What follows belongs to an exercise in optimizing a design on an open flow for small area and a short achievable clock period; a production flow would make more cautious choices.
Only simulation tests tie the RTL to the original design; equivalence was not proved.
Power figures rest on the tool's default switching activity, not on a simulated workload.

==> flow/design.v <==
module rf_wsel(input e, input en, input d, input q, output y);
  assign y = (e & d) | (en & q);
endmodule
module rf_aoi222(input a0, input b0, input a1, input b1, input a2, input b2, output y);
  assign y = ~((a0 & b0) | (a1 & b1) | (a2 & b2));
endmodule
module rf_nand2(input a, input b, output y);
  assign y = ~(a & b);
endmodule
module rf_rbit(input [31:1] s, input [31:1] d, output yn, output yn2);
  wire [10:0] t;
  genvar i;
  generate for (i = 0; i < 10; i = i + 1) begin : g
    rf_aoi222 u(s[3*i+1], d[3*i+1], s[3*i+2], d[3*i+2], s[3*i+3], d[3*i+3], t[i]);
  end endgenerate
  rf_nand2 u31(s[31], d[31], t[10]);
  wire [2:0] o;
  c_nand4 n0(t[0], t[1], t[2], t[3], o[0]);
  c_nand4 n1(t[4], t[5], t[6], t[7], o[1]);
  c_nand3 n2(t[8], t[9], t[10], o[2]);
  c_nor3 n3(o[0], o[1], o[2], yn);
  c_nor3 n4(o[0], o[1], o[2], yn2);
endmodule
module c_nand2(input a, input b, output y); assign y = ~(a & b); endmodule
module c_nor2(input a, input b, output y); assign y = ~(a | b); endmodule
module c_xor2(input a, input b, output y); assign y = a ^ b; endmodule
module c_xnor2(input a, input b, output y); assign y = ~(a ^ b); endmodule
module c_inv(input a, output y); assign y = ~a; endmodule
module c_nand3(input a, input b, input c, output y); assign y = ~(a & b & c); endmodule
module c_nand4(input a, input b, input c, input d, output y); assign y = ~(a & b & c & d); endmodule
module c_nor3(input a, input b, input c, output y); assign y = ~(a | b | c); endmodule
module c_aoi21(input a1, input a2, input b1, output y); assign y = ~((a1 & a2) | b1); endmodule
module c_oai21(input a1, input a2, input b1, output y); assign y = ~((a1 | a2) & b1); endmodule
module addr_add32n(input [31:0] an, input [31:0] bn, output [31:0] s);
  wire g0_0;
  wire t0_0;
  wire p_0;
  wire g0_1;
  wire t0_1;
  wire p_1;
  wire g0_2;
  wire t0_2;
  wire p_2;
  wire g0_3;
  wire t0_3;
  wire p_3;
  wire g0_4;
  wire t0_4;
  wire p_4;
  wire g0_5;
  wire t0_5;
  wire p_5;
  wire g0_6;
  wire t0_6;
  wire p_6;
  wire g0_7;
  wire t0_7;
  wire p_7;
  wire g0_8;
  wire t0_8;
  wire p_8;
  wire g0_9;
  wire t0_9;
  wire p_9;
  wire g0_10;
  wire t0_10;
  wire p_10;
  wire g0_11;
  wire t0_11;
  wire p_11;
  wire g0_12;
  wire t0_12;
  wire p_12;
  wire g0_13;
  wire t0_13;
  wire p_13;
  wire g0_14;
  wire t0_14;
  wire p_14;
  wire g0_15;
  wire t0_15;
  wire p_15;
  wire g0_16;
  wire t0_16;
  wire p_16;
  wire g0_17;
  wire t0_17;
  wire p_17;
  wire g0_18;
  wire t0_18;
  wire p_18;
  wire g0_19;
  wire t0_19;
  wire p_19;
  wire g0_20;
  wire t0_20;
  wire p_20;
  wire g0_21;
  wire t0_21;
  wire p_21;
  wire g0_22;
  wire t0_22;
  wire p_22;
  wire g0_23;
  wire t0_23;
  wire p_23;
  wire g0_24;
  wire t0_24;
  wire p_24;
  wire g0_25;
  wire t0_25;
  wire p_25;
  wire g0_26;
  wire t0_26;
  wire p_26;
  wire g0_27;
  wire t0_27;
  wire p_27;
  wire g0_28;
  wire t0_28;
  wire p_28;
  wire g0_29;
  wire t0_29;
  wire p_29;
  wire g0_30;
  wire t0_30;
  wire p_30;
  wire g0_31;
  wire t0_31;
  wire p_31;
  wire g1_1;
  wire g1_2;
  wire t1_2;
  wire g1_3;
  wire t1_3;
  wire g1_4;
  wire t1_4;
  wire g1_5;
  wire t1_5;
  wire g1_6;
  wire t1_6;
  wire g1_7;
  wire t1_7;
  wire g1_8;
  wire t1_8;
  wire g1_9;
  wire t1_9;
  wire g1_10;
  wire t1_10;
  wire g1_11;
  wire t1_11;
  wire g1_12;
  wire t1_12;
  wire g1_13;
  wire t1_13;
  wire g1_14;
  wire t1_14;
  wire g1_15;
  wire t1_15;
  wire g1_16;
  wire t1_16;
  wire g1_17;
  wire t1_17;
  wire g1_18;
  wire t1_18;
  wire g1_19;
  wire t1_19;
  wire g1_20;
  wire t1_20;
  wire g1_21;
  wire t1_21;
  wire g1_22;
  wire t1_22;
  wire g1_23;
  wire t1_23;
  wire g1_24;
  wire t1_24;
  wire g1_25;
  wire t1_25;
  wire g1_26;
  wire t1_26;
  wire g1_27;
  wire t1_27;
  wire g1_28;
  wire t1_28;
  wire g1_29;
  wire t1_29;
  wire g1_30;
  wire t1_30;
  wire g1_31;
  wire t1_31;
  wire gi_0_0;
  wire g2_2;
  wire g2_3;
  wire g2_4;
  wire t2_4;
  wire g2_5;
  wire t2_5;
  wire g2_6;
  wire t2_6;
  wire g2_7;
  wire t2_7;
  wire g2_8;
  wire t2_8;
  wire g2_9;
  wire t2_9;
  wire g2_10;
  wire t2_10;
  wire g2_11;
  wire t2_11;
  wire g2_12;
  wire t2_12;
  wire g2_13;
  wire t2_13;
  wire g2_14;
  wire t2_14;
  wire g2_15;
  wire t2_15;
  wire g2_16;
  wire t2_16;
  wire g2_17;
  wire t2_17;
  wire g2_18;
  wire t2_18;
  wire g2_19;
  wire t2_19;
  wire g2_20;
  wire t2_20;
  wire g2_21;
  wire t2_21;
  wire g2_22;
  wire t2_22;
  wire g2_23;
  wire t2_23;
  wire g2_24;
  wire t2_24;
  wire g2_25;
  wire t2_25;
  wire g2_26;
  wire t2_26;
  wire g2_27;
  wire t2_27;
  wire g2_28;
  wire t2_28;
  wire g2_29;
  wire t2_29;
  wire g2_30;
  wire t2_30;
  wire g2_31;
  wire t2_31;
  wire g3_4;
  wire gi_1_1;
  wire g3_5;
  wire g3_6;
  wire g3_7;
  wire g3_8;
  wire t3_8;
  wire g3_9;
  wire t3_9;
  wire g3_10;
  wire t3_10;
  wire g3_11;
  wire t3_11;
  wire g3_12;
  wire t3_12;
  wire g3_13;
  wire t3_13;
  wire g3_14;
  wire t3_14;
  wire g3_15;
  wire t3_15;
  wire g3_16;
  wire t3_16;
  wire g3_17;
  wire t3_17;
  wire g3_18;
  wire t3_18;
  wire g3_19;
  wire t3_19;
  wire g3_20;
  wire t3_20;
  wire g3_21;
  wire t3_21;
  wire g3_22;
  wire t3_22;
  wire g3_23;
  wire t3_23;
  wire g3_24;
  wire t3_24;
  wire g3_25;
  wire t3_25;
  wire g3_26;
  wire t3_26;
  wire g3_27;
  wire t3_27;
  wire g3_28;
  wire t3_28;
  wire g3_29;
  wire t3_29;
  wire g3_30;
  wire t3_30;
  wire g3_31;
  wire t3_31;
  wire g4_8;
  wire g4_9;
  wire gi_2_0;
  wire g4_10;
  wire gi_3_0;
  wire g4_11;
  wire g4_12;
  wire g4_13;
  wire g4_14;
  wire g4_15;
  wire g4_16;
  wire t4_16;
  wire g4_17;
  wire t4_17;
  wire g4_18;
  wire t4_18;
  wire g4_19;
  wire t4_19;
  wire g4_20;
  wire t4_20;
  wire g4_21;
  wire t4_21;
  wire g4_22;
  wire t4_22;
  wire g4_23;
  wire t4_23;
  wire g4_24;
  wire t4_24;
  wire g4_25;
  wire t4_25;
  wire g4_26;
  wire t4_26;
  wire g4_27;
  wire t4_27;
  wire g4_28;
  wire t4_28;
  wire g4_29;
  wire t4_29;
  wire g4_30;
  wire t4_30;
  wire g4_31;
  wire t4_31;
  wire g5_16;
  wire g5_17;
  wire g5_18;
  wire g5_19;
  wire gi_4_1;
  wire g5_20;
  wire gi_5_1;
  wire g5_21;
  wire gi_6_1;
  wire g5_22;
  wire gi_7_1;
  wire g5_23;
  wire g5_24;
  wire g5_25;
  wire g5_26;
  wire g5_27;
  wire g5_28;
  wire g5_29;
  wire g5_30;
  wire g5_31;
  c_nor2 u1(an[0], bn[0], g0_0);
  c_nand2 u2(an[0], bn[0], t0_0);
  c_xor2 u3(an[0], bn[0], p_0);
  c_nor2 u4(an[1], bn[1], g0_1);
  c_nand2 u5(an[1], bn[1], t0_1);
  c_xor2 u6(an[1], bn[1], p_1);
  c_nor2 u7(an[2], bn[2], g0_2);
  c_nand2 u8(an[2], bn[2], t0_2);
  c_xor2 u9(an[2], bn[2], p_2);
  c_nor2 u10(an[3], bn[3], g0_3);
  c_nand2 u11(an[3], bn[3], t0_3);
  c_xor2 u12(an[3], bn[3], p_3);
  c_nor2 u13(an[4], bn[4], g0_4);
  c_nand2 u14(an[4], bn[4], t0_4);
  c_xor2 u15(an[4], bn[4], p_4);
  c_nor2 u16(an[5], bn[5], g0_5);
  c_nand2 u17(an[5], bn[5], t0_5);
  c_xor2 u18(an[5], bn[5], p_5);
  c_nor2 u19(an[6], bn[6], g0_6);
  c_nand2 u20(an[6], bn[6], t0_6);
  c_xor2 u21(an[6], bn[6], p_6);
  c_nor2 u22(an[7], bn[7], g0_7);
  c_nand2 u23(an[7], bn[7], t0_7);
  c_xor2 u24(an[7], bn[7], p_7);
  c_nor2 u25(an[8], bn[8], g0_8);
  c_nand2 u26(an[8], bn[8], t0_8);
  c_xor2 u27(an[8], bn[8], p_8);
  c_nor2 u28(an[9], bn[9], g0_9);
  c_nand2 u29(an[9], bn[9], t0_9);
  c_xor2 u30(an[9], bn[9], p_9);
  c_nor2 u31(an[10], bn[10], g0_10);
  c_nand2 u32(an[10], bn[10], t0_10);
  c_xor2 u33(an[10], bn[10], p_10);
  c_nor2 u34(an[11], bn[11], g0_11);
  c_nand2 u35(an[11], bn[11], t0_11);
  c_xor2 u36(an[11], bn[11], p_11);
  c_nor2 u37(an[12], bn[12], g0_12);
  c_nand2 u38(an[12], bn[12], t0_12);
  c_xor2 u39(an[12], bn[12], p_12);
  c_nor2 u40(an[13], bn[13], g0_13);
  c_nand2 u41(an[13], bn[13], t0_13);
  c_xor2 u42(an[13], bn[13], p_13);
  c_nor2 u43(an[14], bn[14], g0_14);
  c_nand2 u44(an[14], bn[14], t0_14);
  c_xor2 u45(an[14], bn[14], p_14);
  c_nor2 u46(an[15], bn[15], g0_15);
  c_nand2 u47(an[15], bn[15], t0_15);
  c_xor2 u48(an[15], bn[15], p_15);
  c_nor2 u49(an[16], bn[16], g0_16);
  c_nand2 u50(an[16], bn[16], t0_16);
  c_xor2 u51(an[16], bn[16], p_16);
  c_nor2 u52(an[17], bn[17], g0_17);
  c_nand2 u53(an[17], bn[17], t0_17);
  c_xor2 u54(an[17], bn[17], p_17);
  c_nor2 u55(an[18], bn[18], g0_18);
  c_nand2 u56(an[18], bn[18], t0_18);
  c_xor2 u57(an[18], bn[18], p_18);
  c_nor2 u58(an[19], bn[19], g0_19);
  c_nand2 u59(an[19], bn[19], t0_19);
  c_xor2 u60(an[19], bn[19], p_19);
  c_nor2 u61(an[20], bn[20], g0_20);
  c_nand2 u62(an[20], bn[20], t0_20);
  c_xor2 u63(an[20], bn[20], p_20);
  c_nor2 u64(an[21], bn[21], g0_21);
  c_nand2 u65(an[21], bn[21], t0_21);
  c_xor2 u66(an[21], bn[21], p_21);
  c_nor2 u67(an[22], bn[22], g0_22);
  c_nand2 u68(an[22], bn[22], t0_22);
  c_xor2 u69(an[22], bn[22], p_22);
  c_nor2 u70(an[23], bn[23], g0_23);
  c_nand2 u71(an[23], bn[23], t0_23);
  c_xor2 u72(an[23], bn[23], p_23);
  c_nor2 u73(an[24], bn[24], g0_24);
  c_nand2 u74(an[24], bn[24], t0_24);
  c_xor2 u75(an[24], bn[24], p_24);
  c_nor2 u76(an[25], bn[25], g0_25);
  c_nand2 u77(an[25], bn[25], t0_25);
  c_xor2 u78(an[25], bn[25], p_25);
  c_nor2 u79(an[26], bn[26], g0_26);
  c_nand2 u80(an[26], bn[26], t0_26);
  c_xor2 u81(an[26], bn[26], p_26);
  c_nor2 u82(an[27], bn[27], g0_27);
  c_nand2 u83(an[27], bn[27], t0_27);
  c_xor2 u84(an[27], bn[27], p_27);
  c_nor2 u85(an[28], bn[28], g0_28);
  c_nand2 u86(an[28], bn[28], t0_28);
  c_xor2 u87(an[28], bn[28], p_28);
  c_nor2 u88(an[29], bn[29], g0_29);
  c_nand2 u89(an[29], bn[29], t0_29);
  c_xor2 u90(an[29], bn[29], p_29);
  c_nor2 u91(an[30], bn[30], g0_30);
  c_nand2 u92(an[30], bn[30], t0_30);
  c_xor2 u93(an[30], bn[30], p_30);
  c_nor2 u94(an[31], bn[31], g0_31);
  c_nand2 u95(an[31], bn[31], t0_31);
  c_xor2 u96(an[31], bn[31], p_31);
  c_aoi21 u97(t0_1, g0_0, g0_1, g1_1);
  c_aoi21 u98(t0_2, g0_1, g0_2, g1_2);
  c_nand2 u99(t0_2, t0_1, t1_2);
  c_aoi21 u100(t0_3, g0_2, g0_3, g1_3);
  c_nand2 u101(t0_3, t0_2, t1_3);
  c_aoi21 u102(t0_4, g0_3, g0_4, g1_4);
  c_nand2 u103(t0_4, t0_3, t1_4);
  c_aoi21 u104(t0_5, g0_4, g0_5, g1_5);
  c_nand2 u105(t0_5, t0_4, t1_5);
  c_aoi21 u106(t0_6, g0_5, g0_6, g1_6);
  c_nand2 u107(t0_6, t0_5, t1_6);
  c_aoi21 u108(t0_7, g0_6, g0_7, g1_7);
  c_nand2 u109(t0_7, t0_6, t1_7);
  c_aoi21 u110(t0_8, g0_7, g0_8, g1_8);
  c_nand2 u111(t0_8, t0_7, t1_8);
  c_aoi21 u112(t0_9, g0_8, g0_9, g1_9);
  c_nand2 u113(t0_9, t0_8, t1_9);
  c_aoi21 u114(t0_10, g0_9, g0_10, g1_10);
  c_nand2 u115(t0_10, t0_9, t1_10);
  c_aoi21 u116(t0_11, g0_10, g0_11, g1_11);
  c_nand2 u117(t0_11, t0_10, t1_11);
  c_aoi21 u118(t0_12, g0_11, g0_12, g1_12);
  c_nand2 u119(t0_12, t0_11, t1_12);
  c_aoi21 u120(t0_13, g0_12, g0_13, g1_13);
  c_nand2 u121(t0_13, t0_12, t1_13);
  c_aoi21 u122(t0_14, g0_13, g0_14, g1_14);
  c_nand2 u123(t0_14, t0_13, t1_14);
  c_aoi21 u124(t0_15, g0_14, g0_15, g1_15);
  c_nand2 u125(t0_15, t0_14, t1_15);
  c_aoi21 u126(t0_16, g0_15, g0_16, g1_16);
  c_nand2 u127(t0_16, t0_15, t1_16);
  c_aoi21 u128(t0_17, g0_16, g0_17, g1_17);
  c_nand2 u129(t0_17, t0_16, t1_17);
  c_aoi21 u130(t0_18, g0_17, g0_18, g1_18);
  c_nand2 u131(t0_18, t0_17, t1_18);
  c_aoi21 u132(t0_19, g0_18, g0_19, g1_19);
  c_nand2 u133(t0_19, t0_18, t1_19);
  c_aoi21 u134(t0_20, g0_19, g0_20, g1_20);
  c_nand2 u135(t0_20, t0_19, t1_20);
  c_aoi21 u136(t0_21, g0_20, g0_21, g1_21);
  c_nand2 u137(t0_21, t0_20, t1_21);
  c_aoi21 u138(t0_22, g0_21, g0_22, g1_22);
  c_nand2 u139(t0_22, t0_21, t1_22);
  c_aoi21 u140(t0_23, g0_22, g0_23, g1_23);
  c_nand2 u141(t0_23, t0_22, t1_23);
  c_aoi21 u142(t0_24, g0_23, g0_24, g1_24);
  c_nand2 u143(t0_24, t0_23, t1_24);
  c_aoi21 u144(t0_25, g0_24, g0_25, g1_25);
  c_nand2 u145(t0_25, t0_24, t1_25);
  c_aoi21 u146(t0_26, g0_25, g0_26, g1_26);
  c_nand2 u147(t0_26, t0_25, t1_26);
  c_aoi21 u148(t0_27, g0_26, g0_27, g1_27);
  c_nand2 u149(t0_27, t0_26, t1_27);
  c_aoi21 u150(t0_28, g0_27, g0_28, g1_28);
  c_nand2 u151(t0_28, t0_27, t1_28);
  c_aoi21 u152(t0_29, g0_28, g0_29, g1_29);
  c_nand2 u153(t0_29, t0_28, t1_29);
  c_aoi21 u154(t0_30, g0_29, g0_30, g1_30);
  c_nand2 u155(t0_30, t0_29, t1_30);
  c_aoi21 u156(t0_31, g0_30, g0_31, g1_31);
  c_nand2 u157(t0_31, t0_30, t1_31);
  c_inv u158(g0_0, gi_0_0);
  c_oai21 u159(t1_2, gi_0_0, g1_2, g2_2);
  c_oai21 u160(t1_3, g1_1, g1_3, g2_3);
  c_oai21 u161(t1_4, g1_2, g1_4, g2_4);
  c_nor2 u162(t1_4, t1_2, t2_4);
  c_oai21 u163(t1_5, g1_3, g1_5, g2_5);
  c_nor2 u164(t1_5, t1_3, t2_5);
  c_oai21 u165(t1_6, g1_4, g1_6, g2_6);
  c_nor2 u166(t1_6, t1_4, t2_6);
  c_oai21 u167(t1_7, g1_5, g1_7, g2_7);
  c_nor2 u168(t1_7, t1_5, t2_7);
  c_oai21 u169(t1_8, g1_6, g1_8, g2_8);
  c_nor2 u170(t1_8, t1_6, t2_8);
  c_oai21 u171(t1_9, g1_7, g1_9, g2_9);
  c_nor2 u172(t1_9, t1_7, t2_9);
  c_oai21 u173(t1_10, g1_8, g1_10, g2_10);
  c_nor2 u174(t1_10, t1_8, t2_10);
  c_oai21 u175(t1_11, g1_9, g1_11, g2_11);
  c_nor2 u176(t1_11, t1_9, t2_11);
  c_oai21 u177(t1_12, g1_10, g1_12, g2_12);
  c_nor2 u178(t1_12, t1_10, t2_12);
  c_oai21 u179(t1_13, g1_11, g1_13, g2_13);
  c_nor2 u180(t1_13, t1_11, t2_13);
  c_oai21 u181(t1_14, g1_12, g1_14, g2_14);
  c_nor2 u182(t1_14, t1_12, t2_14);
  c_oai21 u183(t1_15, g1_13, g1_15, g2_15);
  c_nor2 u184(t1_15, t1_13, t2_15);
  c_oai21 u185(t1_16, g1_14, g1_16, g2_16);
  c_nor2 u186(t1_16, t1_14, t2_16);
  c_oai21 u187(t1_17, g1_15, g1_17, g2_17);
  c_nor2 u188(t1_17, t1_15, t2_17);
  c_oai21 u189(t1_18, g1_16, g1_18, g2_18);
  c_nor2 u190(t1_18, t1_16, t2_18);
  c_oai21 u191(t1_19, g1_17, g1_19, g2_19);
  c_nor2 u192(t1_19, t1_17, t2_19);
  c_oai21 u193(t1_20, g1_18, g1_20, g2_20);
  c_nor2 u194(t1_20, t1_18, t2_20);
  c_oai21 u195(t1_21, g1_19, g1_21, g2_21);
  c_nor2 u196(t1_21, t1_19, t2_21);
  c_oai21 u197(t1_22, g1_20, g1_22, g2_22);
  c_nor2 u198(t1_22, t1_20, t2_22);
  c_oai21 u199(t1_23, g1_21, g1_23, g2_23);
  c_nor2 u200(t1_23, t1_21, t2_23);
  c_oai21 u201(t1_24, g1_22, g1_24, g2_24);
  c_nor2 u202(t1_24, t1_22, t2_24);
  c_oai21 u203(t1_25, g1_23, g1_25, g2_25);
  c_nor2 u204(t1_25, t1_23, t2_25);
  c_oai21 u205(t1_26, g1_24, g1_26, g2_26);
  c_nor2 u206(t1_26, t1_24, t2_26);
  c_oai21 u207(t1_27, g1_25, g1_27, g2_27);
  c_nor2 u208(t1_27, t1_25, t2_27);
  c_oai21 u209(t1_28, g1_26, g1_28, g2_28);
  c_nor2 u210(t1_28, t1_26, t2_28);
  c_oai21 u211(t1_29, g1_27, g1_29, g2_29);
  c_nor2 u212(t1_29, t1_27, t2_29);
  c_oai21 u213(t1_30, g1_28, g1_30, g2_30);
  c_nor2 u214(t1_30, t1_28, t2_30);
  c_oai21 u215(t1_31, g1_29, g1_31, g2_31);
  c_nor2 u216(t1_31, t1_29, t2_31);
  c_aoi21 u217(t2_4, g0_0, g2_4, g3_4);
  c_inv u218(g1_1, gi_1_1);
  c_aoi21 u219(t2_5, gi_1_1, g2_5, g3_5);
  c_aoi21 u220(t2_6, g2_2, g2_6, g3_6);
  c_aoi21 u221(t2_7, g2_3, g2_7, g3_7);
  c_aoi21 u222(t2_8, g2_4, g2_8, g3_8);
  c_nand2 u223(t2_8, t2_4, t3_8);
  c_aoi21 u224(t2_9, g2_5, g2_9, g3_9);
  c_nand2 u225(t2_9, t2_5, t3_9);
  c_aoi21 u226(t2_10, g2_6, g2_10, g3_10);
  c_nand2 u227(t2_10, t2_6, t3_10);
  c_aoi21 u228(t2_11, g2_7, g2_11, g3_11);
  c_nand2 u229(t2_11, t2_7, t3_11);
  c_aoi21 u230(t2_12, g2_8, g2_12, g3_12);
  c_nand2 u231(t2_12, t2_8, t3_12);
  c_aoi21 u232(t2_13, g2_9, g2_13, g3_13);
  c_nand2 u233(t2_13, t2_9, t3_13);
  c_aoi21 u234(t2_14, g2_10, g2_14, g3_14);
  c_nand2 u235(t2_14, t2_10, t3_14);
  c_aoi21 u236(t2_15, g2_11, g2_15, g3_15);
  c_nand2 u237(t2_15, t2_11, t3_15);
  c_aoi21 u238(t2_16, g2_12, g2_16, g3_16);
  c_nand2 u239(t2_16, t2_12, t3_16);
  c_aoi21 u240(t2_17, g2_13, g2_17, g3_17);
  c_nand2 u241(t2_17, t2_13, t3_17);
  c_aoi21 u242(t2_18, g2_14, g2_18, g3_18);
  c_nand2 u243(t2_18, t2_14, t3_18);
  c_aoi21 u244(t2_19, g2_15, g2_19, g3_19);
  c_nand2 u245(t2_19, t2_15, t3_19);
  c_aoi21 u246(t2_20, g2_16, g2_20, g3_20);
  c_nand2 u247(t2_20, t2_16, t3_20);
  c_aoi21 u248(t2_21, g2_17, g2_21, g3_21);
  c_nand2 u249(t2_21, t2_17, t3_21);
  c_aoi21 u250(t2_22, g2_18, g2_22, g3_22);
  c_nand2 u251(t2_22, t2_18, t3_22);
  c_aoi21 u252(t2_23, g2_19, g2_23, g3_23);
  c_nand2 u253(t2_23, t2_19, t3_23);
  c_aoi21 u254(t2_24, g2_20, g2_24, g3_24);
  c_nand2 u255(t2_24, t2_20, t3_24);
  c_aoi21 u256(t2_25, g2_21, g2_25, g3_25);
  c_nand2 u257(t2_25, t2_21, t3_25);
  c_aoi21 u258(t2_26, g2_22, g2_26, g3_26);
  c_nand2 u259(t2_26, t2_22, t3_26);
  c_aoi21 u260(t2_27, g2_23, g2_27, g3_27);
  c_nand2 u261(t2_27, t2_23, t3_27);
  c_aoi21 u262(t2_28, g2_24, g2_28, g3_28);
  c_nand2 u263(t2_28, t2_24, t3_28);
  c_aoi21 u264(t2_29, g2_25, g2_29, g3_29);
  c_nand2 u265(t2_29, t2_25, t3_29);
  c_aoi21 u266(t2_30, g2_26, g2_30, g3_30);
  c_nand2 u267(t2_30, t2_26, t3_30);
  c_aoi21 u268(t2_31, g2_27, g2_31, g3_31);
  c_nand2 u269(t2_31, t2_27, t3_31);
  c_oai21 u270(t3_8, gi_0_0, g3_8, g4_8);
  c_oai21 u271(t3_9, g1_1, g3_9, g4_9);
  c_inv u272(g2_2, gi_2_0);
  c_oai21 u273(t3_10, gi_2_0, g3_10, g4_10);
  c_inv u274(g2_3, gi_3_0);
  c_oai21 u275(t3_11, gi_3_0, g3_11, g4_11);
  c_oai21 u276(t3_12, g3_4, g3_12, g4_12);
  c_oai21 u277(t3_13, g3_5, g3_13, g4_13);
  c_oai21 u278(t3_14, g3_6, g3_14, g4_14);
  c_oai21 u279(t3_15, g3_7, g3_15, g4_15);
  c_oai21 u280(t3_16, g3_8, g3_16, g4_16);
  c_nor2 u281(t3_16, t3_8, t4_16);
  c_oai21 u282(t3_17, g3_9, g3_17, g4_17);
  c_nor2 u283(t3_17, t3_9, t4_17);
  c_oai21 u284(t3_18, g3_10, g3_18, g4_18);
  c_nor2 u285(t3_18, t3_10, t4_18);
  c_oai21 u286(t3_19, g3_11, g3_19, g4_19);
  c_nor2 u287(t3_19, t3_11, t4_19);
  c_oai21 u288(t3_20, g3_12, g3_20, g4_20);
  c_nor2 u289(t3_20, t3_12, t4_20);
  c_oai21 u290(t3_21, g3_13, g3_21, g4_21);
  c_nor2 u291(t3_21, t3_13, t4_21);
  c_oai21 u292(t3_22, g3_14, g3_22, g4_22);
  c_nor2 u293(t3_22, t3_14, t4_22);
  c_oai21 u294(t3_23, g3_15, g3_23, g4_23);
  c_nor2 u295(t3_23, t3_15, t4_23);
  c_oai21 u296(t3_24, g3_16, g3_24, g4_24);
  c_nor2 u297(t3_24, t3_16, t4_24);
  c_oai21 u298(t3_25, g3_17, g3_25, g4_25);
  c_nor2 u299(t3_25, t3_17, t4_25);
  c_oai21 u300(t3_26, g3_18, g3_26, g4_26);
  c_nor2 u301(t3_26, t3_18, t4_26);
  c_oai21 u302(t3_27, g3_19, g3_27, g4_27);
  c_nor2 u303(t3_27, t3_19, t4_27);
  c_oai21 u304(t3_28, g3_20, g3_28, g4_28);
  c_nor2 u305(t3_28, t3_20, t4_28);
  c_oai21 u306(t3_29, g3_21, g3_29, g4_29);
  c_nor2 u307(t3_29, t3_21, t4_29);
  c_oai21 u308(t3_30, g3_22, g3_30, g4_30);
  c_nor2 u309(t3_30, t3_22, t4_30);
  c_oai21 u310(t3_31, g3_23, g3_31, g4_31);
  c_nor2 u311(t3_31, t3_23, t4_31);
  c_aoi21 u312(t4_16, g0_0, g4_16, g5_16);
  c_aoi21 u313(t4_17, gi_1_1, g4_17, g5_17);
  c_aoi21 u314(t4_18, g2_2, g4_18, g5_18);
  c_aoi21 u315(t4_19, g2_3, g4_19, g5_19);
  c_inv u316(g3_4, gi_4_1);
  c_aoi21 u317(t4_20, gi_4_1, g4_20, g5_20);
  c_inv u318(g3_5, gi_5_1);
  c_aoi21 u319(t4_21, gi_5_1, g4_21, g5_21);
  c_inv u320(g3_6, gi_6_1);
  c_aoi21 u321(t4_22, gi_6_1, g4_22, g5_22);
  c_inv u322(g3_7, gi_7_1);
  c_aoi21 u323(t4_23, gi_7_1, g4_23, g5_23);
  c_aoi21 u324(t4_24, g4_8, g4_24, g5_24);
  c_aoi21 u325(t4_25, g4_9, g4_25, g5_25);
  c_aoi21 u326(t4_26, g4_10, g4_26, g5_26);
  c_aoi21 u327(t4_27, g4_11, g4_27, g5_27);
  c_aoi21 u328(t4_28, g4_12, g4_28, g5_28);
  c_aoi21 u329(t4_29, g4_13, g4_29, g5_29);
  c_aoi21 u330(t4_30, g4_14, g4_30, g5_30);
  c_aoi21 u331(t4_31, g4_15, g4_31, g5_31);
  assign s[0] = p_0;
  c_xor2 u332(p_1, g0_0, s[1]);
  c_xnor2 u333(p_2, g1_1, s[2]);
  c_xor2 u334(p_3, g2_2, s[3]);
  c_xor2 u335(p_4, g2_3, s[4]);
  c_xnor2 u336(p_5, g3_4, s[5]);
  c_xnor2 u337(p_6, g3_5, s[6]);
  c_xnor2 u338(p_7, g3_6, s[7]);
  c_xnor2 u339(p_8, g3_7, s[8]);
  c_xor2 u340(p_9, g4_8, s[9]);
  c_xor2 u341(p_10, g4_9, s[10]);
  c_xor2 u342(p_11, g4_10, s[11]);
  c_xor2 u343(p_12, g4_11, s[12]);
  c_xor2 u344(p_13, g4_12, s[13]);
  c_xor2 u345(p_14, g4_13, s[14]);
  c_xor2 u346(p_15, g4_14, s[15]);
  c_xor2 u347(p_16, g4_15, s[16]);
  c_xnor2 u348(p_17, g5_16, s[17]);
  c_xnor2 u349(p_18, g5_17, s[18]);
  c_xnor2 u350(p_19, g5_18, s[19]);
  c_xnor2 u351(p_20, g5_19, s[20]);
  c_xnor2 u352(p_21, g5_20, s[21]);
  c_xnor2 u353(p_22, g5_21, s[22]);
  c_xnor2 u354(p_23, g5_22, s[23]);
  c_xnor2 u355(p_24, g5_23, s[24]);
  c_xnor2 u356(p_25, g5_24, s[25]);
  c_xnor2 u357(p_26, g5_25, s[26]);
  c_xnor2 u358(p_27, g5_26, s[27]);
  c_xnor2 u359(p_28, g5_27, s[28]);
  c_xnor2 u360(p_29, g5_28, s[29]);
  c_xnor2 u361(p_30, g5_29, s[30]);
  c_xnor2 u362(p_31, g5_30, s[31]);
endmodule
module mips_core(clk, reset, iaddr, instr, dm_addr, dm_wdata, dm_we, dm_rdata);
  input clk, reset;
  output [29:0] iaddr;
  input [31:0] instr;
  output [31:0] dm_addr;
  output [31:0] dm_wdata;
  output dm_we;
  input [31:0] dm_rdata;
  wire [5:0] op = instr[31:26];
  wire [4:0] rs = instr[25:21];
  wire [4:0] rt = instr[20:16];
  wire [4:0] rd = instr[15:11];
  wire [15:0] imm = instr[15:0];
  wire is_r    = op == 6'b000000;
  wire is_addu = is_r & (instr[5:0] == 6'b100001);
  wire is_ori  = op == 6'b001101;
  wire is_lui  = op == 6'b001111;
  wire is_lw   = op == 6'b100011;
  wire is_sw   = op == 6'b101011;
  wire is_beq  = op == 6'b000100;
  wire is_j    = op == 6'b000010;
  wire regwr = is_r | is_ori | is_lui | is_lw;
  wire [4:0] rw = is_r ? rd : rt;
  reg [1023:32] rf;
  reg [31:1] valid;
  reg [31:1] sa, sb, we;
  wire [1023:32] rf_next;
  wire [31:0] busa_n, busa_n2, busb_n, busb_n2, wd;
  wire [31:0] busa = ~busa_n;
  wire [31:0] busb = ~busb_n;
  integer r;
  always @(*) begin
    for (r = 1; r < 32; r = r + 1) begin
      sa[r] = valid[r] & (rs == r);
      sb[r] = valid[r] & (rt == r);
      we[r] = regwr & (rw == r);
    end
  end
  genvar b, k;
  generate for (b = 0; b < 32; b = b + 1) begin : rb
    wire [31:1] col;
    for (k = 1; k < 32; k = k + 1) begin : c
      assign col[k] = rf[k*32 + b];
      rf_wsel w(we[k], ~we[k], wd[b], rf[k*32 + b], rf_next[k*32 + b]);
    end
    rf_rbit ua(sa, col, busa_n[b], busa_n2[b]);
    rf_rbit ub(sb, col, busb_n[b], busb_n2[b]);
  end endgenerate
  always @(posedge clk) rf <= rf_next;
  always @(posedge clk, posedge reset) begin
    if (reset) valid <= 31'b0;
    else valid <= valid | we;
  end
  wire sub = ~is_addu;
  wire [31:0] alu = busa + (sub ? ~busb : busb) + {31'b0, sub};
  wire eq = busa == busb;
  wire [31:0] sext = {{16{imm[15]}}, imm};
  assign wd = is_lw ? dm_rdata :
              is_lui ? {imm, 16'h0} :
              is_ori ? (busa | {16'h0, imm}) : alu;
  addr_add32n addr_add(busa_n2, ~sext, dm_addr);
  assign dm_wdata = ~busb_n2;
  assign dm_we = is_sw;
  reg [29:0] pc;
  wire [29:0] pc1 = pc + 30'd1;
  wire [29:0] pcb = pc1 + sext[29:0];
  wire [29:0] npc = is_j ? {pc[29:26], instr[25:0]} : (is_beq & eq) ? pcb : pc1;
  always @(posedge clk, posedge reset) begin
    if (reset) pc <= 30'h0000_0c00;
    else pc <= npc;
  end
  assign iaddr = pc;
endmodule
==> flow/flow/run.sh <==
#!/bin/bash
# The standard layout, with the port buffers that buffer_ports inserts made
# plain buf_2 cells (the default pick is a delay cell, clkdlybuf4s50_1,
# that the later timing repair leaves in place on the output paths).
set -euo pipefail
bash standard.sh BUFFER_PORTS_ARGS="-buffer_cell sky130_fd_sc_hd__buf_2" finish > standard.log 2>&1
==> flow/constraint.sdc <==
create_clock -name core_clock -period 13.0 [get_ports {clk}]
set_input_delay 2.6000 -clock core_clock [delete_from_list [all_inputs] [get_ports {clk}]]
set_output_delay 2.6000 -clock core_clock [all_outputs]
set_load 0.01 [all_outputs]
==> flow/standard.sh <==
#!/bin/bash
# synth_recipe.tcl (not shown) runs the flow's synth.tcl, then flattens the netlist and writes it again
# the make line also repeats each setting of config.mk as NAME=value (left out here)
make -C /OpenROAD-flow-scripts/flow DESIGN_CONFIG=/design/flow/config.mk WORK_HOME=/design/flow/orfs CLKGATE_MAP_FILE= SYNTH_SCRIPT=/design/flow/synth_recipe.tcl "${@:-finish}"
==> flow/config.mk <==
export PLATFORM = sky130hd
export DESIGN_NAME = mips_core
export DESIGN_NICKNAME = mips_core
export VERILOG_FILES = /design/flow/design.v
export SDC_FILE = /design/flow/constraint.sdc
export NUM_CORES = 4
export LEC_CHECK = 0
export CAP_MARGIN = 20
export CORE_MARGIN = 2
export CORE_UTILIZATION = 58
export CTS_CLUSTER_DIAMETER = 80
export CTS_CLUSTER_SIZE = 24
export PLACE_DENSITY = 0.72
export SETUP_SLACK_MARGIN = 4.3
export SLEW_MARGIN = 20
export SYNTH_HIERARCHICAL = 1
==> results of run 1 <==
worst max-delay path, cell delays in order:
cell and delay [ps]:
sky130_fd_sc_hd__clkbuf_4 190, sky130_fd_sc_hd__nor2b_2 210, sky130_fd_sc_hd__and3_1 190, sky130_fd_sc_hd__buf_4 300
sky130_fd_sc_hd__a222oi_1 580, sky130_fd_sc_hd__nand4_1 210, sky130_fd_sc_hd__buf_6 200, sky130_fd_sc_hd__nor3_4 360
sky130_fd_sc_hd__nand2_2 130, sky130_fd_sc_hd__a21oi_2 170, sky130_fd_sc_hd__o21ai_1 130, sky130_fd_sc_hd__a21oi_2 260
sky130_fd_sc_hd__o21ai_1 120, sky130_fd_sc_hd__a21oi_2 120, sky130_fd_sc_hd__xnor2_1 180, sky130_fd_sc_hd__buf_2 200
cell usage after synthesis, types with 6 or more instances:
master                     number
sky130_fd_sc_hd__nand4b_1       7
sky130_fd_sc_hd__dfrtp_1       59
sky130_fd_sc_hd__nand4_1      142
sky130_fd_sc_hd__and4_1         7
sky130_fd_sc_hd__and3_1        79
sky130_fd_sc_hd__o22ai_1       10
sky130_fd_sc_hd__a222oi_1     640
sky130_fd_sc_hd__clkbuf_1      41
sky130_fd_sc_hd__a211oi_1      11
sky130_fd_sc_hd__a22o_1       992
sky130_fd_sc_hd__nand2b_1      25
sky130_fd_sc_hd__o211ai_1      10
sky130_fd_sc_hd__xor2_1       109
sky130_fd_sc_hd__dfxtp_1      992
sky130_fd_sc_hd__or3_1          8
sky130_fd_sc_hd__a21o_1        43
sky130_fd_sc_hd__nor2b_1       17
sky130_fd_sc_hd__o21ai_1       88
sky130_fd_sc_hd__o21ai_0       28
sky130_fd_sc_hd__nand3_1      102
sky130_fd_sc_hd__a21oi_1       99
sky130_fd_sc_hd__buf_1          7
sky130_fd_sc_hd__nand2_1      273
sky130_fd_sc_hd__a22oi_1        6
sky130_fd_sc_hd__a31oi_1       30
sky130_fd_sc_hd__inv_1        133
sky130_fd_sc_hd__or2_1         22
sky130_fd_sc_hd__xnor2_1       85
sky130_fd_sc_hd__nor3_2       128
sky130_fd_sc_hd__and2_1        14
sky130_fd_sc_hd__ha_1          60
sky130_fd_sc_hd__inv_2          8
sky130_fd_sc_hd__nor4_1         8
sky130_fd_sc_hd__nor3_1        25
sky130_fd_sc_hd__mux2i_1        6
sky130_fd_sc_hd__a21oi_2       72
sky130_fd_sc_hd__o21a_1        10
sky130_fd_sc_hd__nor2_1       199
power breakdown:
group | switching (W) | total, W | internal [W]
logic | 0.000501 | 0.000821 | 0.000320
registers | 0.0000780 | 0.00338 | 0.00330
clock network | 0.00110 | 0.00186 | 0.000759
Yosys stat by module, one instance, submodules excluded, excerpt:
module	cells	copies in the design
c_nand4	1	128
mips_core	2284	1
c_nor2	1	73
addr_add32n	1	1
c_oai21	1	52
c_xnor2	1	20
rf_aoi222	1	640
rf_wsel	1	992
c_nand2	1	82
c_nand3	1	64
area by class of cell:
type | instances | area share, %
Antenna cell | 1 | 0.00453
Clock buffer | 59 | 2.46
Clock inverter | 9 | 0.206
Inverter | 142 | 0.965
Multi-Input combinational cell | 3414 | 49.4
Sequential cell | 1053 | 38.7
Tap cell | 1080 | 2.45
Timing Repair Buffer | 431 | 5.77
path summary, 6_finish.rpt:
check,start,to,slack (ps),depth (start not counted)
max,instr[23],dm_addr[23],4220,16
min,valid[25],valid[25],500,1
max reg2reg,valid[4],rf[255],6460,20
min reg2reg,valid[25],valid[25],500,1
max in group asynchronous,reset,valid[24],10220,3
min in group asynchronous,reset,pc[27],2160,3
stage by stage:
stage / instances / area [um^2] / util [%] / worst slack, ps
floorplan: 4651 / 48500 / - / 4770
CTS: 6135 / 54400 / 65.3 / 4220
detailed placement: 5990 / 52100 / 62.5 / 3540
global route: 6188 / 55200 / 66.3 / 4220
finish: 6189 / 55200 / 66.3 / 4220
global placement: 5989 / 52000 / 62.5 / 3600
timing repair:
item                                    CTS  global route
gates cloned                              1             6
pin swaps                                57            74
endpoints found under the setup margin   30           121
gates resized for setup                  46            94
buffers inserted                         76            42
registers in the layout, indices dropped and copies added (netlist names):
register	count
pc	30
valid	31
rf	992
per-layer routing:
metal	GRT usage [%]	vias to the layer above
met3	19.5	1015
met4	33.4	4
met1	61.9	24100
li1	-	20700
met2	66.9	4992
met5	0	-
cell families after synthesis:
group	synth area share, %
multiplexers	0.124
adder cells (fa/ha/maj)	1.63
AO/OA/AOI/OAI	37.0
buffers and inverters	1.49
AND/OR/NAND/NOR	12.2
XOR/XNOR	3.50
flip-flops	44.1
==> Flow_metrics.wiki, run 1 <==
{| class="wikitable"
! Metric !! Value
|-
| Final max-slew violation count || 0
|-
| Via count of the first global-routing pass || 45,600
|-
| Uppermost signal routing layer after detailed routing || met5
|-
| Number of design rule violations left after detail routing || 0
|-
| Yosys synthesis warning count || 7
|-
| Achievable frequency || 114 MHz
|-
| Accumulated negative setup slack || 0 ps
|-
| Sum of routed wire length over all layers || 225,000 um
|-
| Global route total overflow || 0
|-
| Data arrival time of the worst path || 6180 ps
|-
| Core area || 83,300 um^2
|-
| Die Footprint || 86,000 um^2
|-
| Required time worst endpoint || approximately 10,000 ps
|-
| Starting Density || 58.3%
|-
| Total number of vias || 50,800
|-
| Post-Synthesis Cell Area || slightly below 50,000 um^2
|-
| Biggest area contributors in the synthesized netlist || sky130_fd_sc_hd__dfxtp_1 41%, sky130_fd_sc_hd__a22o_1 18%, sky130_fd_sc_hd__a222oi_1 13%, sky130_fd_sc_hd__dfrtp_1 3.0%, sky130_fd_sc_hd__nor3_2 2.6%
|-
| Number of nets produced by synthesis || approximately 4,800
|-
| Remaining antenna violation count || 0
|-
| Global-route wire length before repair || 312,000 um
|-
| Number of enable flip-flop cells after synthesis || 0
|-
| Status || complete, no violations
|-
| Transition time at the pin with the least slew margin || 1200 ps
|-
| IR Drop Worst-Case VDD || around 0.11 mV
|-
| Count of distinct cell types in the synthesized netlist || 69
|-
| Largest fanout of any net on the critical path || 32
|-
| Most frequent cells in the layout || 992 x sky130_fd_sc_hd__a22o_1, 992 x sky130_fd_sc_hd__dfxtp_1, 640 x sky130_fd_sc_hd__a222oi_1, 268 x sky130_fd_sc_hd__nand2_1, 235 x sky130_fd_sc_hd__buf_4
|-
| First DRT Iteration DRCs || between 10,000 and 15,000
|-
| Number of placement rows || around 110
|-
| Final setup violation count || 0
|-
| Post-DR vias/cell || 8.20
|-
| Type of the worst setup path || input port to primary output
|-
| PortBufs || 160
|-
| DIE WIDTH || 293 um
|-
| Die outline height || a little under 300 um
|-
| CTS max path bufs || 3
|-
| Synth area leader || sky130_fd_sc_hd__dfxtp_1
|-
| Hold-fix buffers at CTS || 0
|-
| Critical Path End Type || primary output
|-
| Setup clock skew after layout || between 50 and 60 ps
|-
| Share of cells above drive strength 1 || 16.2%
|-
| Wire length the detailed router placed on met1 || between 70,000 and 80,000 um
|-
| Kind of path behind the tightest hold check || flop to flop
|-
| Synth Register Bits || roughly 1,100
|-
| Overall routing resource usage || 48.6%
|-
| Portion of synthesized cell area occupied by the leading cell type || 40.9%
|-
| Pin count of the biggest net entering global routing || 62
|-
| Clk Latency, worst-skew pair || 690 ps
|-
| Clock period minus final worst setup slack || 8780 ps
|-
| Cells after synthesis || 4,651
|-
| Top_reg_cell synth || sky130_fd_sc_hd__dfxtp_1
|-
| Length of routed met2 wiring || between 80,000 and 90,000 um
|-
| Detailed-routing iteration count for the pre-antenna-repair pass || 17
|-
| Gp weighted congestion || 1.00
|-
| Tightest hold margin || between 400 and 500 ps
|-
| Clk slew on worst S/H paths || 90 ps
|-
| Number of placed I/O pins || 161
|-
| Final Hold Fails || 0
|-
| Inserted Clock Buffers || 52
|-
| Share of async-settable or async-resettable flops after synthesis || 5.79%
|-
| Fraction of the yosys area taken by sequential cells || between 40 and 50%
|-
| Clock root buffer || sky130_fd_sc_hd__clkbuf_16
|-
| Filler cells || 6,788
|-
| TritonCTS clock tree || built
|-
| Multi-input combinational cell area || 27,300 um^2
|-
| Total number of H-tree levels || 2
|-
| Detailed-routed wire length on met3 || 39,200 um
|-
| Number of violations of the max-capacitance limit || 0
|-
| Startpoint type of the worst setup path || input port
|-
| Final layout net count || 5,222
|-
| Antenna violations before repair || 3
|-
| Routed len/inst || 36.4 um
|-
| Pwr dens || around 110 nW/um^2
|-
| Sum of net half-perimeters after detailed placement || approximately 140,000 um
|-
| Leakage power || 21.7 nW
|-
| Register cell area after layout || 21,400 um^2
|-
| Part of the cycle the worst path needs || 67.5%
|-
| Per-instance average area after synthesis || 10.4 um^2
|-
| CTS sink count || between 1,000 and 1,500
|-
| Setup repair after global routing missed its margin || true
|-
| Total design power || 0.00606 W
|-
| Area growth from synthesis to layout || 13.8%
|-
| Normalized max-slew margin || 19.6%
|}
==> run 2, diff against run 1 <==
--- a/flow/design.v
+++ b/flow/design.v
@@ -1,5 +1,7 @@
-module rf_wsel(input e, input en, input d, input q, output y);
-  assign y = (e & d) | (en & q);
+module rf_wsel(input en, input dn, input q, output y);
+  wire x;
+  c_nand2 u0(en, q, x);
+  c_oai21 u1(en, dn, x, y);
 endmodule
 module rf_aoi222(input a0, input b0, input a1, input b1, input a2, input b2, output y);
   assign y = ~((a0 & b0) | (a1 & b1) | (a2 & b2));
@@ -770,7 +772,7 @@
     wire [31:1] col;
     for (k = 1; k < 32; k = k + 1) begin : c
       assign col[k] = rf[k*32 + b];
-      rf_wsel w(we[k], ~we[k], wd[b], rf[k*32 + b], rf_next[k*32 + b]);
+      rf_wsel w(~we[k], ~wd[b], rf[k*32 + b], rf_next[k*32 + b]);
     end
     rf_rbit ua(sa, col, busa_n[b], busa_n2[b]);
     rf_rbit ub(sb, col, busb_n[b], busb_n2[b]);
--- a/flow/config.mk
+++ b/flow/config.mk
@@ -7,10 +7,10 @@
 export LEC_CHECK = 0
 export CAP_MARGIN = 20
 export CORE_MARGIN = 2
-export CORE_UTILIZATION = 58
+export CORE_UTILIZATION = 50
 export CTS_CLUSTER_DIAMETER = 80
 export CTS_CLUSTER_SIZE = 24
-export PLACE_DENSITY = 0.72
-export SETUP_SLACK_MARGIN = 4.3
+export PLACE_DENSITY = 0.64
+export SETUP_SLACK_MARGIN = 4.5
 export SLEW_MARGIN = 20
 export SYNTH_HIERARCHICAL = 1
==> run 2 against run 1 <==
Against the previous run: critical path depth fell by 6; synthesized cell count rose by 20%; worst hold slack got worse by 31 ps.
==> Flow_metrics.wiki, run 2 <==
{| class="wikitable"
! Metric !! Value
|-
| Largest stage delay, worst path || 730 ps (+150 ps)
|-
| Largest registers ranked by flip-flop count || rf: 992 flops, valid: 31 flops, pc: 30 flops
|-
| Utilization after layout || 58.6% (-7.7 points)
|-
| TritonCTS clock tree || built
|-
| Number of design rule violations left after detail routing || 0 (unchanged)
|-
| Register-to-Register Setup Slack || 6620 ps (+160 ps)
|-
| CTS max path bufs || 3 (unchanged)
|-
| Clock period minus final worst setup slack || 8570 ps (-213 ps)
|-
| Kind of path behind the tightest hold check || flop to flop
|-
| Startpoint of the lowest-slack hold path || rf[541]
|-
| Number of placed I/O pins || 161 (unchanged)
|-
| Final layout net count || 6,204 (+19%)
|-
| Count of distinct cell types in the synthesized netlist || 72 (+4.3%)
|-
| Filler cells || 8,864 (+31%)
|-
| Reg2Reg Capture Point || rf[216]
|-
| Hold Path Stages || 2 (+1)
|-
| Final Instance Count excl. Fillers || 7,371 (+19%)
|-
| Achievable frequency || 117 MHz (+2.5%)
|-
| Total number of H-tree levels || 2 (unchanged)
|-
| Most frequent cells in the layout || 1,234 x sky130_fd_sc_hd__nand2_1, 1,020 x sky130_fd_sc_hd__o21ai_1, 992 x sky130_fd_sc_hd__dfxtp_1, 640 x sky130_fd_sc_hd__a222oi_1, 252 x sky130_fd_sc_hd__buf_4
|-
| Post-route design area || 56,400 um^2 (+2.1%)
|-
| Post-Synthesis Cell Area || 48,300 um^2 (-0.43%)
|-
| Setup repair after global routing missed its margin || true
|-
| Global-route wire length before repair || 313,000 um (+0.29%)
|-
| Inserted Clock Buffers || 53 (+1.9%)
|-
| Final max-slew violation count || 0 (unchanged)
|-
| Type of the worst setup path || input port to primary output
|-
| Buf+Inv Stages, Crit Path || 5 (+1)
|-
| Critical Path End Type || primary output
|-
| Synth Register Bits || 1,053 (unchanged)
|-
| Routed len/inst || 30.4 um (-16%)
|-
| Post-DP Area || 51,700 um^2 (-0.59%)
|-
| Core area || 96,300 um^2 (+16%)
|-
| Cells after synthesis || 5,564 (+20%)
|-
| Dominant cell by count in the synthesized netlist || sky130_fd_sc_hd__nand2_1
|-
| Synth top cells by count || 1,283 x sky130_fd_sc_hd__nand2_1, 1,047 x sky130_fd_sc_hd__o21ai_1, 992 x sky130_fd_sc_hd__dfxtp_1
|-
| Data arrival time of the worst path || 5970 ps (-210 ps)
|-
| Cell with the largest stage delay on the worst path || sky130_fd_sc_hd__nor3_2
|-
| Final setup violation count || 0 (unchanged)
|-
| Number of enable flip-flop cells after synthesis || 0 (unchanged)
|-
| Pin count of the biggest net entering global routing || 66 (+6.5%)
|-
| Normalized max-slew margin || 28.8% (+9.2 points)
|-
| Per-instance average area after synthesis || 8.68 um^2 (-17%)
|-
| R2R Path Start || valid[16]
|-
| Share of async-settable or async-resettable flops after synthesis || 5.79% (unchanged)
|-
| First DRT Iteration DRCs || 10,900 (-19%)
|-
| Largest fanout of any net on the critical path || 32 (unchanged)
|-
| Via count of the first global-routing pass || 45,600 (+0.0088%)
|-
| IR Drop Worst-Case VDD || 0.113 mV (+6.7%)
|-
| Fraction of the yosys area taken by sequential cells || 44.3% (+0.19 points)
|-
| Portion of synthesized cell area occupied by the leading cell type || 41.1% (+0.18 points)
|-
| Leakage power || 20.1 nW (-7.2%)
|-
| Overall routing resource usage || 42.8% (-5.8 points)
|-
| Die outline height || 315 um (+7.4%)
|-
| PortBufs || 160 (unchanged)
|-
| Yosys synthesis warning count || 7 (unchanged)
|-
| Cell-by-cell listing of the critical path || buf_2 -> inv_1 -> and2_1 -> and3_2 -> buf_4 -> a222oi_1 -> nand4_1 -> nor3_2 -> inv_1 -> buf_2
|-
| Post-DR vias/cell || 6.98 (-15%)
|-
| Number of flip-flops under the largest register name || 992 (unchanged)
|-
| Worst-case hold path end point || rf[541]
|-
| Total instance count after detailed placement || 7,079 (+18%)
|-
| Global route total overflow || 0 (unchanged)
|-
| Synth area leader || sky130_fd_sc_hd__dfxtp_1
|-
| Top_reg_cell synth || sky130_fd_sc_hd__dfxtp_1
|-
| Clock root buffer || sky130_fd_sc_hd__clkbuf_16
|-
| CTS sink count || 1,053 (unchanged)
|-
| Detailed-routing iteration count for the pre-antenna-repair pass || 14 (-3)
|-
| Antenna violations before repair || 1 (-2)
|-
| Count of cells along the worst register-to-register path || 18 (-10%)
|-
| Number of nets produced by synthesis || 5,692 (+19%)
|-
| Startpoint type of the worst setup path || input port
|-
| Remaining antenna violation count || 0 (unchanged)
|-
| Final Hold Fails || 0 (unchanged)
|-
| Required time worst endpoint || 10,400 ps (about the same)
|-
| Clk slew on worst S/H paths || 80 ps (about the same)
|-
| Total number of vias || 51,500 (+1.4%)
|-
| Number of violations of the max-capacitance limit || 0 (unchanged)
|-
| Pwr dens || 109 nW/um^2 (-0.38%)
|-
| Hold-fix buffers at CTS || 0 (unchanged)
|-
| Total design power || 0.00617 W (+1.8%)
|-
| Clk Latency, worst-skew pair || 710 ps (+20 ps)
|-
| DIE WIDTH || 315 um (+7.4%)
|-
| Die Footprint || 99,100 um^2 (+15%)
|-
| Share of cells above drive strength 1 || 15.8% (-0.35 points)
|-
| Transition time at the pin with the least slew margin || 1070 ps (-135 ps)
|-
| Status || complete, no violations
|-
| Total stage count of the critical path || 10 (-6)
|-
| Accumulated negative setup slack || 0 ps (unchanged)
|-
| Sum of net half-perimeters after detailed placement || 135,000 um (-2.3%)
|-
| Part of the cycle the worst path needs || 65.9% (-1.6 points)
|-
| Largest reg by FF count || rf
|-
| Setup clock skew after layout || 38.8 ps (-17.9 ps)
|-
| Number of placement rows || 114 (+7.5%)
|-
| Starting Density || 50.2% (-8.1 points)
|-
| Sum of routed wire length over all layers || 224,000 um (-0.39%)
|-
| Biggest area contributors in the synthesized netlist || sky130_fd_sc_hd__dfxtp_1 41%, sky130_fd_sc_hd__a222oi_1 13%, sky130_fd_sc_hd__o21ai_1 11%, sky130_fd_sc_hd__nand2_1 10%, sky130_fd_sc_hd__dfrtp_1 3.1%
|-
| Most common library cell in the layout ignoring fill and taps || sky130_fd_sc_hd__nand2_1
|-
| Worst path top cell family by delay || simple AND/OR/NAND/NOR gates
|-
| Gp weighted congestion || 1.00 (-0.17%)
|-
| Area growth from synthesis to layout || 16.7%
|}
==> run 2: cell types whose count changed after synthesis, sizes merged, moves of 9 or more <==
cell and change:
o21ai +994, a22o -992, a21o -13, nand2 +1010
o211ai +10, nor2 -47, inv -36, nand2b +10
nor4 +9, or2 -21
==> run 2: worst reg2reg max path, delay by kind of cell (launching register included) <==
kind / cells / cell delay, ps
and+or+nand+nor: 5 / 1600
xor gates and xnor gates: 1 / 200
adders and majority gates: 1 / 430
AOI/OAI and AO/OA: 9 / 3010
DFF: 1 / 600
buffers and inverters: 2 / 410
==> run 2: power by group <==
group	internal, W	leakage, nW	total (W)	switching, W
sequential	0.00330	8.76	0.00339	0.0000882
combinational	0.000324	10.6	0.000859	0.000535
clock	0.000790	0.744	0.00192	0.00113
==> run 2: metrics by stage <==
| step | hold slack, ps | setup slack, ps |
|---|---|---|
| floorplan | 440 | 4740 |
| global placement | 447 | 3430 |
| detailed placement | 455 | 3330 |
| CTS | 467 | 4500 |
| global route | 482 | 4450 |
| finish | 467 | 4430 |
==> run 2: logic make-up after synthesis <==
kind of cell	Yosys count	synth area share [%]
XOR/XNOR	198	3.59
adder cells (fa/ha/maj)	62	1.64
buffers and inverters	148	1.16
AO/OA/AOI/OAI	2071	29.6
multiplexers	10	0.215
flip-flops	1053	44.3
AND/OR/NAND/NOR	2022	19.5
==> run 2: per-layer routing <==
metal / GRT usage [%] / up-vias / share of wire (%)
li1: - / 22900 / -
met1: 54.4 / 23900 / 36
met2: 61.0 / 3887 / 40
met3: 14.3 / 753 / 15
met4: 29.5 / 0 / 8.1
met5: 0 / - / 0
==> run 2: worst max-delay path by stage <==
stage                         start     endpoint  slack [ps]
after floorplan           instr[19]      rf[670]        4740
after global placement    instr[21]  dm_addr[31]        3430
after detailed placement  instr[21]  dm_addr[12]        3330
after CTS                 instr[22]  dm_addr[26]        4500
after global routing      instr[22]  dm_addr[29]        4450
final                     instr[16]  dm_wdata[4]        4430
==> run 2: per-module statistics from Yosys (local to each module, per instance), excerpt <==
module       area (um^2)  cells inside
c_xnor2             8.76             1
c_aoi21             8.76             1
c_xor2              8.76             1
addr_add32n         7.51             1
c_nand3             5.00             1
c_nand2             3.75             1
c_inv               3.75             1
==> run 2: timing repair <==
item	CTS	global route
gates resized for setup	146	127
setup buffers	139	48
pin swaps	121	171
endpoints found under the hold margin	0	0
gates cloned	21	10
setup endpoints to repair	31	262
==> run 2: area by class of cell <==
type / count / area (um^2) / share of cell area, %
Multi-Input combinational cell: 4384 / 27600 / 49.0
Sequential cell: 1053 / 21400 / 37.9
Inverter: 106 / 398 / 0.705
Tap cell: 1276 / 1600 / 2.83
Timing Repair Buffer: 478 / 3860 / 6.84
Antenna cell: 1 / 2.50 / 0.00444
Clock inverter: 12 / 158 / 0.279
Clock buffer: 61 / 1380 / 2.44
==> run 3, diff against run 2 <==
--- a/flow/config.mk
+++ b/flow/config.mk
@@ -11,6 +11,6 @@
 export CTS_CLUSTER_DIAMETER = 80
 export CTS_CLUSTER_SIZE = 24
 export PLACE_DENSITY = 0.64
-export SETUP_SLACK_MARGIN = 4.5
+export SETUP_SLACK_MARGIN = 4.6
 export SLEW_MARGIN = 20
 export SYNTH_HIERARCHICAL = 1
==> run 3 against run 2 <==
Against the previous run: still clean; clock skew is 1.5 ps lower; first-iteration DRC count hardly changed; via count is 0.24% higher; die area stayed put; non-clock buffer count is 34 higher; critical path depth stayed put; core utilization is 0.64 points higher; combinational power is 0.7% higher; count of clock-buffer cells in the layout stayed put; sequential share of layout area is 0.41 points lower; critical path type unchanged; critical endpoint is now dm_wdata[27].
==> Flow_metrics.wiki, run 3 <==
{| class="wikitable"
! Metric !! Value
|-
| Status || complete, no violations
|-
| Synth area leader || sky130_fd_sc_hd__dfxtp_1
|-
| Antenna violations before repair || 1 (unchanged)
|-
| Portion of total power attributed to combinational logic || 14.0% (about the same)
|-
| CTS max path bufs || 3 (unchanged)
|-
| CTS sink count || 1,053 (unchanged)
|-
| Synth Register Bits || 1,053 (unchanged)
|-
| Detailed-routing iteration count for the pre-antenna-repair pass || 14 (unchanged)
|-
| Number of flip-flops under the largest register name || 992 (unchanged)
|-
| DIE WIDTH || 315 um (unchanged)
|-
| Area growth from synthesis to layout || 18.0%
|-
| Clk Latency, worst-skew pair || 710 ps (about the same)
|-
| Startpoint type of the worst setup path || input port
|-
| Clock period minus final worst setup slack || 8540 ps (-32.8 ps)
|-
| Count of distinct cell types in the synthesized netlist || 72 (unchanged)
|-
| Synthesized-area fraction occupied by adder cells || 1.64% (unchanged)
|-
| Core area || 96,300 um^2 (unchanged)
|-
| Transition time at the pin with the least slew margin || 1100 ps (+31.0 ps)
|-
| Die Footprint || 99,100 um^2 (unchanged)
|-
| Fraction of the yosys area taken by sequential cells || 44.3% (unchanged)
|-
| Post-synthesis xor/xnor area fraction || 3.59% (unchanged)
|-
| Worst path top cell family by delay || simple AND/OR/NAND/NOR gates
|-
| Final max-slew violation count || 0 (unchanged)
|-
| Starting Density || 50.2% (unchanged)
|-
| Kind of path behind the tightest hold check || flop to flop
|-
| Cell-by-cell listing of the critical path || buf_2 -> nor2b_1 -> and2_1 -> and3_2 -> buf_4 -> a222oi_1 -> nand4_1 -> nor3_2 -> inv_1 -> buf_2
|-
| Dominant cell by count in the synthesized netlist || sky130_fd_sc_hd__nand2_1
|-
| Share of async-settable or async-resettable flops after synthesis || 5.79% (unchanged)
|-
| Setup repair after global routing missed its margin || true
|-
| Compound-Gate Fraction of Synth Area || 29.6% (unchanged)
|-
| Clock power share || 31.1% (about the same)
|-
| Global route total overflow || 0 (unchanged)
|-
| Number of design rule violations left after detail routing || 0 (unchanged)
|-
| Pwr dens || 108 nW/um^2 (-0.99%)
|-
| Post-DR vias/cell || 6.97 (-0.26%)
|-
| Final Hold Fails || 0 (unchanged)
|-
| Total stage count of the critical path || 10 (unchanged)
|-
| Total number of vias || 51,600 (+0.24%)
|-
| PortBufs || 160 (unchanged)
|-
| Yosys synthesis warning count || 7 (unchanged)
|-
| Most common library cell in the layout ignoring fill and taps || sky130_fd_sc_hd__nand2_1
|-
| Global-route wire length before repair || 314,000 um (+0.21%)
|-
| Filler cells || 8,780 (-0.95%)
|-
| Achievable frequency || 117 MHz (+0.38%)
|-
| Via count of the first global-routing pass || 45,800 (+0.30%)
|-
| Clock root buffer || sky130_fd_sc_hd__clkbuf_16
|-
| Proportion of synthesized area in mux cells || 0.215% (unchanged)
|-
| Number of placed I/O pins || 161 (unchanged)
|-
| Sw frac || 28.5% (about the same)
|-
| Data arrival time of the worst path || 5940 ps (-30 ps)
|-
| Top_reg_cell synth || sky130_fd_sc_hd__dfxtp_1
|-
| Per-instance average area after synthesis || 8.68 um^2 (unchanged)
|-
| Setup clock skew after layout || 37.3 ps (-1.49 ps)
|-
| Critical Path End Type || primary output
|-
| Final layout net count || 6,241 (+0.60%)
|-
| Share of cells above drive strength 1 || 17.0% (+1.2 points)
|-
| Buf+Inv Stages, Crit Path || 4 (-1)
|-
| Pint || 0.00442 W (about the same)
|-
| Combinational family with the most area after synthesis || compound AO/OA/AOI/OAI gates
|-
| Most frequent CP cell || sky130_fd_sc_hd__buf_2
|-
| IR Drop Worst-Case VDD || 0.113 mV (-0.51%)
|-
| Largest registers ranked by flip-flop count || rf: 992 flops, valid: 31 flops, pc: 30 flops
|-
| First DRT Iteration DRCs || 10,900 (+0.083%)
|-
| Largest reg by FF count || rf
|-
| Overall routing resource usage || 42.8% (+0.073 points)
|-
| Cell with the largest stage delay on the worst path || sky130_fd_sc_hd__nand4_1
|-
| Normalized max-slew margin || 26.7% (-2.1 points)
|-
| Number of nets produced by synthesis || 5,692 (unchanged)
|-
| Type of the worst setup path || input port to primary output
|-
| Number of enable flip-flop cells after synthesis || 0 (unchanged)
|-
| Most frequent cells in the layout || 1,215 x sky130_fd_sc_hd__nand2_1, 1,018 x sky130_fd_sc_hd__o21ai_1, 992 x sky130_fd_sc_hd__dfxtp_1, 640 x sky130_fd_sc_hd__a222oi_1, 280 x sky130_fd_sc_hd__buf_4
|-
| Multi-input combinational cell area || 27,900 um^2 (+1.1%)
|-
| TritonCTS clock tree || built
|-
| Portion of synthesized cell area occupied by the leading cell type || 41.1% (unchanged)
|-
| Clk slew on worst S/H paths || 100 ps (+20 ps)
|-
| Sequential group share of total power || 54.9% (about the same)
|-
| Largest stage delay, worst path || 720 ps (about the same)
|-
| Leakage power || 20.4 nW (+1.2%)
|-
| Remaining antenna violation count || 0 (unchanged)
|-
| Number of placement rows || 114 (unchanged)
|-
| Sum of routed wire length over all layers || 226,000 um (+0.69%)
|-
| Cells after synthesis || 5,564 (unchanged)
|-
| Gp weighted congestion || 1.00 (unchanged)
|-
| Simple-gate share of the synthesized area || 19.5% (unchanged)
|-
| Sum of net half-perimeters after detailed placement || 135,000 um (unchanged)
|-
| Inserted Clock Buffers || 53 (unchanged)
|-
| Biggest area contributors in the synthesized netlist || sky130_fd_sc_hd__dfxtp_1 41%, sky130_fd_sc_hd__a222oi_1 13%, sky130_fd_sc_hd__o21ai_1 11%, sky130_fd_sc_hd__nand2_1 10%, sky130_fd_sc_hd__dfrtp_1 3.1%
|-
| Count of cells along the worst register-to-register path || 18 (unchanged)
|-
| Routed len/inst || 30.5 um (+0.19%)
|-
| Net switching power of the design || 0.00176 W (+0.13%)
|-
| Hold Path Stages || 2 (unchanged)
|-
| Register cell area after layout || 21,400 um^2 (unchanged)
|-
| Synth top cells by count || 1,283 x sky130_fd_sc_hd__nand2_1, 1,047 x sky130_fd_sc_hd__o21ai_1, 992 x sky130_fd_sc_hd__dfxtp_1
|-
| Largest fanout of any net on the critical path || 23 (-28%)
|-
| Number of violations of the max-capacitance limit || 0 (unchanged)
|-
| Required time worst endpoint || 10,400 ps (about the same)
|-
| Die outline height || 315 um (unchanged)
|-
| Pin count of the biggest net entering global routing || 66 (unchanged)
|-
| Accumulated negative setup slack || 0 ps (unchanged)
|-
| Final setup violation count || 0 (unchanged)
|-
| Part of the cycle the worst path needs || 65.7% (-0.25 points)
|-
| Total design power || 0.00617 W (about the same)
|-
| Post-Synthesis Cell Area || 48,300 um^2 (unchanged)
|-
| Total number of H-tree levels || 2 (unchanged)
|}
run 3: cell counts after synthesis:
Identical to the previous run, type by type.
run 3: power by group through the flow:
| stage | combinational (W) | sequential, W | clock, W |
|---|---|---|---|
| floorplan | 0.000541 | 0.00345 | 0 |
| global route | 0.000942 | 0.00340 | 0.00204 |
| finish | 0.000865 | 0.00339 | 0.00192 |
| detailed placement | 0.000813 | 0.00345 | 0 |
| CTS | 0.000832 | 0.00338 | 0.00193 |
| global placement | 0.000809 | 0.00344 | 0 |
run 3: per-module statistics from Yosys, one instance, submodules excluded, a selection:
module       cell area (um^2)  cells inside  copies in the design
addr_add32n              7.51             1                     1
c_aoi21                  8.76             1                    72
c_nand3                  5.00             1                    64
c_nand4                  6.26             1                   128
c_nor2                   3.75             1                    73
c_nor3                   10.0             1                   128
c_oai21                  5.00             1                  1044
c_xnor2                  8.76             1                    20
c_xor2                   8.76             1                    43
mips_core               28500          2205                     1
rf_aoi222                10.0             1                   640
rf_nand2                 3.75             1                    64
run 3: kinds of logic (layout without fill, tap and decap cells):
logic type	count (synthesis)	count (layout)
buffers and inverters	148	691
DFF	1053	1053
muxes	10	10
other	0	1
adders and majority gates	62	62
and+or+nand+nor	2022	2046
AOI/OAI and AO/OA	2071	2071
xor gates and xnor gates	198	198
run 3: layer usage:
layer  wire length (um)  share of wire, %  up-vias  global-route usage, %
li1                   -                 -    23000                      -
met1              83000                37    24100                   54.5
met2              91800                41     3777                   61.1
met3              32500                14      766                   13.9
met4              18400               8.2        2                   30.1
met5                154             0.068        -                   1.55
run 3: path summary, 6_finish.rpt:
check,startpoint,endpoint,slack [ps]
worst max-delay path,instr[20],dm_wdata[27],4460
worst min-delay path,rf[455],rf[455],470
worst max register to register,valid[16],rf[670],6650
worst min register to register,rf[455],rf[455],470
max in group asynchronous,reset,valid[4],10250
min in group asynchronous,reset,pc[16],2160
run 3: worst reg2reg max path, cell delays in order (launching register included):
cell	delay [ps]
sky130_fd_sc_hd__dfrtp_1	600
sky130_fd_sc_hd__and3_2	290
sky130_fd_sc_hd__buf_4	320
sky130_fd_sc_hd__a222oi_1	480
sky130_fd_sc_hd__nand4_1	410
sky130_fd_sc_hd__nor3_2	470
sky130_fd_sc_hd__xnor2_1	130
sky130_fd_sc_hd__ha_1	380
sky130_fd_sc_hd__nand2b_1	120
sky130_fd_sc_hd__a21oi_1	80
sky130_fd_sc_hd__o31a_1	270
sky130_fd_sc_hd__o31a_1	380
sky130_fd_sc_hd__o31a_1	420
sky130_fd_sc_hd__a311o_1	430
sky130_fd_sc_hd__a21boi_0	270
sky130_fd_sc_hd__mux2_2	380
sky130_fd_sc_hd__nor2_2	150
sky130_fd_sc_hd__buf_4	430
sky130_fd_sc_hd__o21ai_1	190
run 3: per-stage QoR:
| step | setup WS [ps] | utilization [%] | cells | cell area [um^2] | hold WS (ps) |
|---|---|---|---|---|---|
| global placement | 3430 | 53.7 | 7079 | 51700 | 447 |
| global route | 4500 | 59.2 | 7408 | 57000 | 482 |
| finish | 4460 | 59.2 | 7408 | 57000 | 468 |
| CTS | 4570 | 57.7 | 7321 | 55500 | 467 |
| detailed placement | 3330 | 53.7 | 7079 | 51700 | 455 |
| floorplan | 4740 | - | 5564 | 48300 | 440 |
run 3: layout make-up:
cell class / count / area share (%)
diodes: 1 / 0.00439
clock buffers: 61 / 2.41
clock inverters: 12 / 0.276
inverters: 106 / 0.698
multi-input cells: 4387 / 49.0
flip-flops and latches: 1053 / 37.5
well taps: 1276 / 2.80
repair buffers: 512 / 7.34
run 3: timing repair:
| item | CTS | global route |
|---|---|---|
| buffers inserted | 147 | 73 |
| endpoints found under the setup margin | 51 | 330 |
| resized for setup | 178 | 174 |
| hold buffers | 0 | 0 |
| gates cloned | 22 | 13 |
| pin swaps | 145 | 199 |

separate check: timing with driven ports:
How much do the figures lean on ideal ports? The routed layouts below were timed once more, with nothing changed but the port constraints. Step 1 sets driving cells, clkbuf_16 on the clock port and buf_2 on the other inputs (assumed; they add their load-dependent delay and slew). Step 2 moves the port delays by t, midway between the first and last clock arrival at a register: inputs arrive t later, outputs are due t later. That takes back most of the time a late clock gives input paths. Three values: no drivers, after step 1, after step 2; two values: the first two.
run | t, ns | setup slack, ns | worst register clock-pin slew, ns
run 1 | 0.736 | 4.219 / 4.195 / 3.634 | 0.10 / 0.10
run 2 | 0.768 | 4.432 / 4.364 / 3.850 | 0.10 / 0.10
run 3 | 0.764 | 4.465 / 4.402 / 3.850 | 0.10 / 0.10
After both steps every run listed still meets setup and hold. For run 3, which loses most, drivers alone change the setup slack by -0.063 ns; drivers and shift together by -0.615 ns.
